This design comes from an exercise in tuning for small area, a short achievable clock period and few clock cycles per item on the open sky130 flow, not from production work.
Only simulation tests tie the RTL to the original design; equivalence was not proved.
Power is estimated from default activity; no workload was simulated.

## flow/design.v (module list and top-level ports; edited modules follow where they fit)
// module dot_product_accel: 1861 lines
// module dotp_fa: 5 lines
// module dotp_ha: 4 lines
module dot_product_accel (
    input  logic                 clk,
    input  logic                 rst,
    input  logic                 start,
    output logic                 done,
    input  logic signed [31:0]   a0,
    input  logic signed [31:0]   a1,
    input  logic signed [31:0]   a2,
    input  logic signed [31:0]   a3,
    input  logic signed [31:0]   a4,
    input  logic signed [31:0]   a5,
    input  logic signed [31:0]   a6,
    input  logic signed [31:0]   a7,
    input  logic signed [31:0]   b0,
    input  logic signed [31:0]   b1,
    input  logic signed [31:0]   b2,
    input  logic signed [31:0]   b3,
    input  logic signed [31:0]   b4,
    input  logic signed [31:0]   b5,
    input  logic signed [31:0]   b6,
    input  logic signed [31:0]   b7,
    output logic signed [63:0]   result
);
  // ...
==> flow/run.sh <==
#!/bin/bash
# synth_recipe.tcl (not shown) runs the flow's synth.tcl, then flattens the netlist and writes it again
# the make line also repeats each setting of config.mk as NAME=value (left out here)
make -C /OpenROAD-flow-scripts/flow DESIGN_CONFIG=/design/flow/config.mk WORK_HOME=/design/flow/orfs CLKGATE_MAP_FILE= SYNTH_SCRIPT=/design/flow/synth_recipe.tcl finish
==> flow/config.mk <==
export PLATFORM = sky130hd
export DESIGN_NAME = dot_product_accel
export DESIGN_NICKNAME = dot_product_accel
export VERILOG_FILES = /design/flow/design.v
export SDC_FILE = /design/flow/constraint.sdc
export NUM_CORES = 4
export LEC_CHECK = 0
export CAP_MARGIN = 20
export CORE_MARGIN = 2
export CORE_UTILIZATION = 40
export SLEW_MARGIN = 20
export SYNTH_HIERARCHICAL = 1
==> flow/constraint.sdc <==
create_clock -name core_clock -period 10.5 [get_ports {clk}]
set_input_delay 2.1000 -clock core_clock [delete_from_list [all_inputs] [get_ports {clk}]]
set_output_delay 2.1000 -clock core_clock [all_outputs]
set_load 0.01 [all_outputs]
==> summary.txt, run 1 <==
status timing/DRC/antenna clean; area fraction of the dominant cell type after synthesis between 20% and 30%; DP Wirelength ~110000 um; worst r2r path cells 9; Setup violations, final 0; DIE AREA approximately 120000 um2; detailed-route via count around 34000; DRC 0; multi-input combinational cell count between 2000 and 3000; Top cell by count, worst path fa_1; min-delay worst type register to register; Top Consumer combinational logic; maximum VDD drop 0.3990 mV; Rows roughly 130; I/O pin cnt slightly below 600; vias per cell roughly 5.6; Synth area leader dfxtp_1; fillers approximately 11000; Top delay family on crit path adder cells; sequential cell count approximately 730; RSZ-0062 raised after global routing false; CP Launch Type register; Synth Area in Simple Gates under 10%; Pwr Density 416.0 nW/um2; Num CTS Buffers 79; Non-clk bufs between 600 and 700; Die H approximately 350 um; CTS Hold Bufs 0; H-tree depth 3; clk pwr about 3000 uW; clock sinks approximately 730; RR Startpoint ra[0][14]; CP Depth 9; Syn Inst Count roughly 4100; max_cap viols 0
Testbench counts, summed over its fixed seeds: cycles 16,000, items 1,600.
==> run 2, diff against run 1 <==
--- a/flow/design.v
+++ b/flow/design.v
@@ -22,17 +22,16 @@
     input  logic signed [31:0]   b7,
     output logic signed [63:0]   result
 );
   logic [31:0] ra [0:7];
   logic [31:0] rb [0:7];
   logic [63:0] acc_s, acc_c;
   logic [3:0]  cnt;
   logic        busy;
-  logic [63:0] res_q;
   always_ff @(posedge clk) begin
     if (start) begin
       ra[0] <= a0; rb[0] <= b0;
       ra[1] <= a1; rb[1] <= b1;
       ra[2] <= a2; rb[2] <= b2;
       ra[3] <= a3; rb[3] <= b3;
       ra[4] <= a4; rb[4] <= b4;
       ra[5] <= a5; rb[5] <= b5;
@@ -1845,25 +1844,23 @@
       cnt  <= '0;
       done <= 1'b0;
     end else if (start) begin
       busy <= 1'b1;
       cnt  <= '0;
       done <= 1'b0;
     end else if (busy) begin
       cnt <= cnt + 4'd1;
-      if (cnt == 4'd8) begin
+      if (cnt == 4'd7) begin
         busy <= 1'b0;
         done <= 1'b1;
       end
     end
   end
-  always_ff @(posedge clk)
-    if (busy && cnt == 4'd8) res_q <= acc_s + acc_c;
-  assign result = res_q;
+  assign result = acc_s + acc_c;
 endmodule
 module dotp_fa (input logic a, input logic b, input logic c,
                 output logic s, output logic co);
   assign s  = a ^ b ^ c;
   assign co = (a & b) | (a & c) | (b & c);
 endmodule
 module dotp_ha (input logic a, input logic b, output logic s, output logic co);
   assign s  = a ^ b;
==> flow/config.mk (replaced) <==
export PLATFORM = sky130hd
export DESIGN_NAME = dot_product_accel
export DESIGN_NICKNAME = dot_product_accel
export VERILOG_FILES = /design/flow/design.v
export SDC_FILE = /design/flow/constraint.sdc
export NUM_CORES = 4
export LEC_CHECK = 0
export CAP_MARGIN = 20
export CORE_MARGIN = 2
export CORE_UTILIZATION = 40
export SETUP_SLACK_MARGIN = 5
export SLEW_MARGIN = 20
export SYNTH_HIERARCHICAL = 1
==> run 2 against run 1 <==
Still clean on timing, DRC and antenna. Sequential share of layout area fell by 3.0 points. Combinational power up 8%. Wire length is essentially flat. Synthesized area down 3.8%. Utilization grew 1.1 points. Clock skew up 0.0069 ns. Critical endpoint is now result[52]. Largest cell class unchanged. Highest routed layer unchanged.
==> summary.txt, run 2 <==
status timing/DRC/antenna clean; Top delay family on crit path simple AND/OR/NAND/NOR gates; synthesized cell area about 46000 um2; worst r2r path cells 9 (unchanged); Rows 124 (-1.6%); Final GP Congestion between 0.8 and 0.9; static leakage approximately 0.022 uW; reg2reg end acc_c[26]; CP cell instances ha_1, and3_1, and2_1, nand2_1, nor2_4, or4b_4, a21boi_4, buf_6, nand2b_4, xor2_1, buf_2; Setup violations, final 0 (unchanged); DIE AREA 117600 um2 (-3.8%); DP Wirelength 109700 um (+1.2%); Ys Warns 17; wire length of the first global-routing pass roughly 230000 um; commonest cells after routing, fill and taps aside 584 x dfxtp_1, 547 x fa_1, 530 x clkdlybuf4s50_1, 529 x xnor2_1, 496 x a22oi_1; Syn Nets 5322; Clock Latency Late Sink approximately 0.66 ns; crit share post-route about 56%; max_slew headroom ~22%; root buf cell clkbuf_16; ys flop type dfxtp_1; register bit total from synthesis between 600 and 700; fmax ~170 MHz; crit path buf inv count 2; vias in the first global route about 35000; Largest Register ra; maximum VDD drop 0.4458 mV (+12%); clk_skew approximately 0.034 ns; DRT Pass-1 Iters 7; CTS clock-pin slew for the worst setup and hold paths around 0.060 ns; Crit-path slowest cell or4b_4; top-count cell post-synth dfxtp_1; Worst setup EP type output pin; Cell variety after synth 64; Synth area leader dfxtp_1; max reg flops 256; H-tree depth 3 (unchanged); Detail Route Antenna Nets 0; max_cap viols 0 (unchanged); aggregate global routing overflow 0; GRT busiest layer met2; CP Class register to output pin; initial DRC count about 3200; final WL 156800 um; CTS tree yes; GR Layer Usage met3 under 10%; GR Util met1 around a third; Syn Inst Count 4110 (-0.70%); DRC 0 (unchanged); critical path's largest stage delay around 0.6 ns; worst hold start ra[7][23]; routed len/inst between 20 and 30 um; final hold violations 0; GRT Overall Usage a little over a quarter; largest net degree at the start of global routing roughly 200; Post-Place Setup Slack ~3.9 ns; Placed Area 52740 um2; Core ar. roughly 110000 um2; vias per cell 5.556 (about the same); Post-synth top cells 661 x dfxtp_1, 548 x fa_1, 541 x xnor2_1, 496 x a22oi_1, 432 x mux2_2; antenna violations before repair 19; commonest non-fill, non-tap cell in the layout dfxtp_1; CP Max Fanout 6; CP Launch Type register; minimum clock period slightly below 6 ns; Area growth syn-to-layout 23.41%; Mean Syn Cell Area 11.18 um2; min-delay worst type register to register; reg2reg setup slack between 5 and 6 ns; Util after Layout 49.64%; max-slew violation count 0; Initial Utilization roughly two fifths; worst hold slack between 0.4 and 0.5 ns; top flop regs ra x256, rb x224, acc_s x64; WP data arrival between 3 and 4 ns; ys async rst share 0%; Num CTS Buffers 76 (-3.8%); Setup TNS 0 ns; fillers 10390 (-3.1%); slew at the pin closest to its max-slew limit roughly 1.2 ns; clock sinks 661 (-8.8%); WP data required between 8 and 9 ns; WHS Endpoint ra[6][23]; die width approximately 340 um; Hold Crit Depth 1; layout cells sized above 1 between 10% and 20%; RR Startpoint ra[0][16]; Nets roughly 5700; Setup crit start acc_s[31]; Max clock buf depth 3; M2 GR Usage just over 40%; Design Area, Final approximately 57000 um2; RSZ-0062 raised after global routing true; Pwr Density 435.6 nW/um2 (+4.7%); detailed-route via count 33810 (-0.14%); setup ws final around 4.6 ns; I/O pin cnt 580 (unchanged); largest cells by area after synthesis dfxtp_1 29%, fa_1 24%, mux2_2 11%, xnor2_1 10%, a22oi_1 8.1%; Die H 342.9 um (-1.9%); area fraction of the dominant cell type after synthesis 28.81% (+1.1 points); IO buf count 579; EDFF count, synth 0; sequential fraction of the synthesis area ~29%
## run 2: worst register-to-register path, cell delays in order, from the launching register on
cell and delay (ns):
dfxtp_2 1.09, a22oi_1 0.28, xnor2_1 0.27, fa_1 0.48
fa_1 0.63, fa_1 0.48, fa_1 0.43, fa_1 0.57
fa_1 0.42, nor2b_1 0.13
## run 2: stage by stage
| step | cells | power (uW) |
|---|---|---|
| global placement | 5886 | 21270 |
| detailed placement | 5886 | 21710 |
| CTS | 6060 | 24710 |
| global route | 6082 | 27450 |
| floorplan | 4110 | 16410 |
| finish | 6085 | 24700 |
## run 2: worst max path at each step
stage	to	slack (ns)	cells after the start
2_1_floorplan	result[57]	5.62	11
3_3_place_gp	result[57]	3.92	13
3_5_place_dp	result[57]	3.89	13
4_1_cts	result[61]	4.63	15
5_1_grt	result[54]	4.49	11
6_report	result[52]	4.62	11
## run 2: final cells by class
cell class	count	area (um2)	area share [%]
Antenna cell	5	12.51	0.02207
Clock buffer	105	2152	3.796
Clock inverter	30	402.9	0.7107
Inverter	70	262.8	0.4635
Multi-Input combinational cell	3003	31940	56.35
Sequential cell	661	13340	23.53
Tap cell	1512	1892	3.337
Timing Repair Buffer	699	6681	11.79
## run 2: where the power goes
group	total (uW)	internal, uW	switching (uW)
Clock	2720	1560	1160
Sequential	3600	3170	428
Combinational	18400	9270	9110
## run 2: what timing repair did
action                                  CTS  global route
gates cloned                              0             0
setup buffers                            39            20
hold endpoints to repair                  0             0
gates resized for setup                 290            91
endpoints found under the setup margin   53            40
pin swaps                                62            48
hold buffers                              0             0
## run 2: logic make-up (layout without fill, tap and decap cells)
family,after synthesis,count (layout),share of synthesized area [%]
fa+ha+maj,697,697,27.94
xor+xnor,589,589,11.23
simple gates,515,515,5.914
mux,433,433,10.61
flops,661,661,28.81
buf+inv,446,904,3.699
other cells,0,5,0
compound gates,769,769,11.79
## run 2: metal layers
layer	routed length (um)	part of all wire, %
met1	62640	40
met4	5069	3.2
met5	175	0.11
met2	71410	46
met3	17500	11
## run 2: Yosys stat by module (local to each module, per instance)
module | flops+latches | cells inside
dotp_ha | 0 | 1
dot_product_accel | 661 | 3519
dotp_fa | 0 | 1
Testbench counts of run 2, summed over its fixed seeds: cycles 14,400, items 1,600.

## port drivers added, routing unchanged
The flow's constraints put no driver on any port. The routed layouts listed below were extracted and timed again, unchanged, in two steps. Step 1 (the two cells are an assumption about what drives the block):
set clk [get_ports {clk}]
set_driving_cell -lib_cell sky130_fd_sc_hd__clkbuf_16 $clk
set_driving_cell -lib_cell sky130_fd_sc_hd__buf_2 [delete_from_list [all_inputs] $clk]
Step 2 adds t to the input delays and takes it off the output delays; t is the mean of the earliest and latest rising clock arrival at the registers after step 1. Input paths then give back, and output paths get back, about the clock's delay inside the block. Slacks: ideal / step 1 / step 2; pairs: ideal / step 1.
run	t (ns)	setup WS [ns]	worst hold slack (ns)	worst register clock-pin slew, ns	worst slew at a driven data input, ns
run 1	0.734	5.527 / 5.527 / 5.502	0.439 / 0.439 / 0.439	0.06 / 0.06	0.15
run 2	0.722	4.616 / 4.538 / 5.261	0.446 / 0.446 / 0.446	0.07 / 0.07	0.21
After both steps setup and hold are still met in every run listed. For run 1, which loses most, drivers alone change the setup slack by 0.000 ns; drivers and shift together by -0.025 ns.
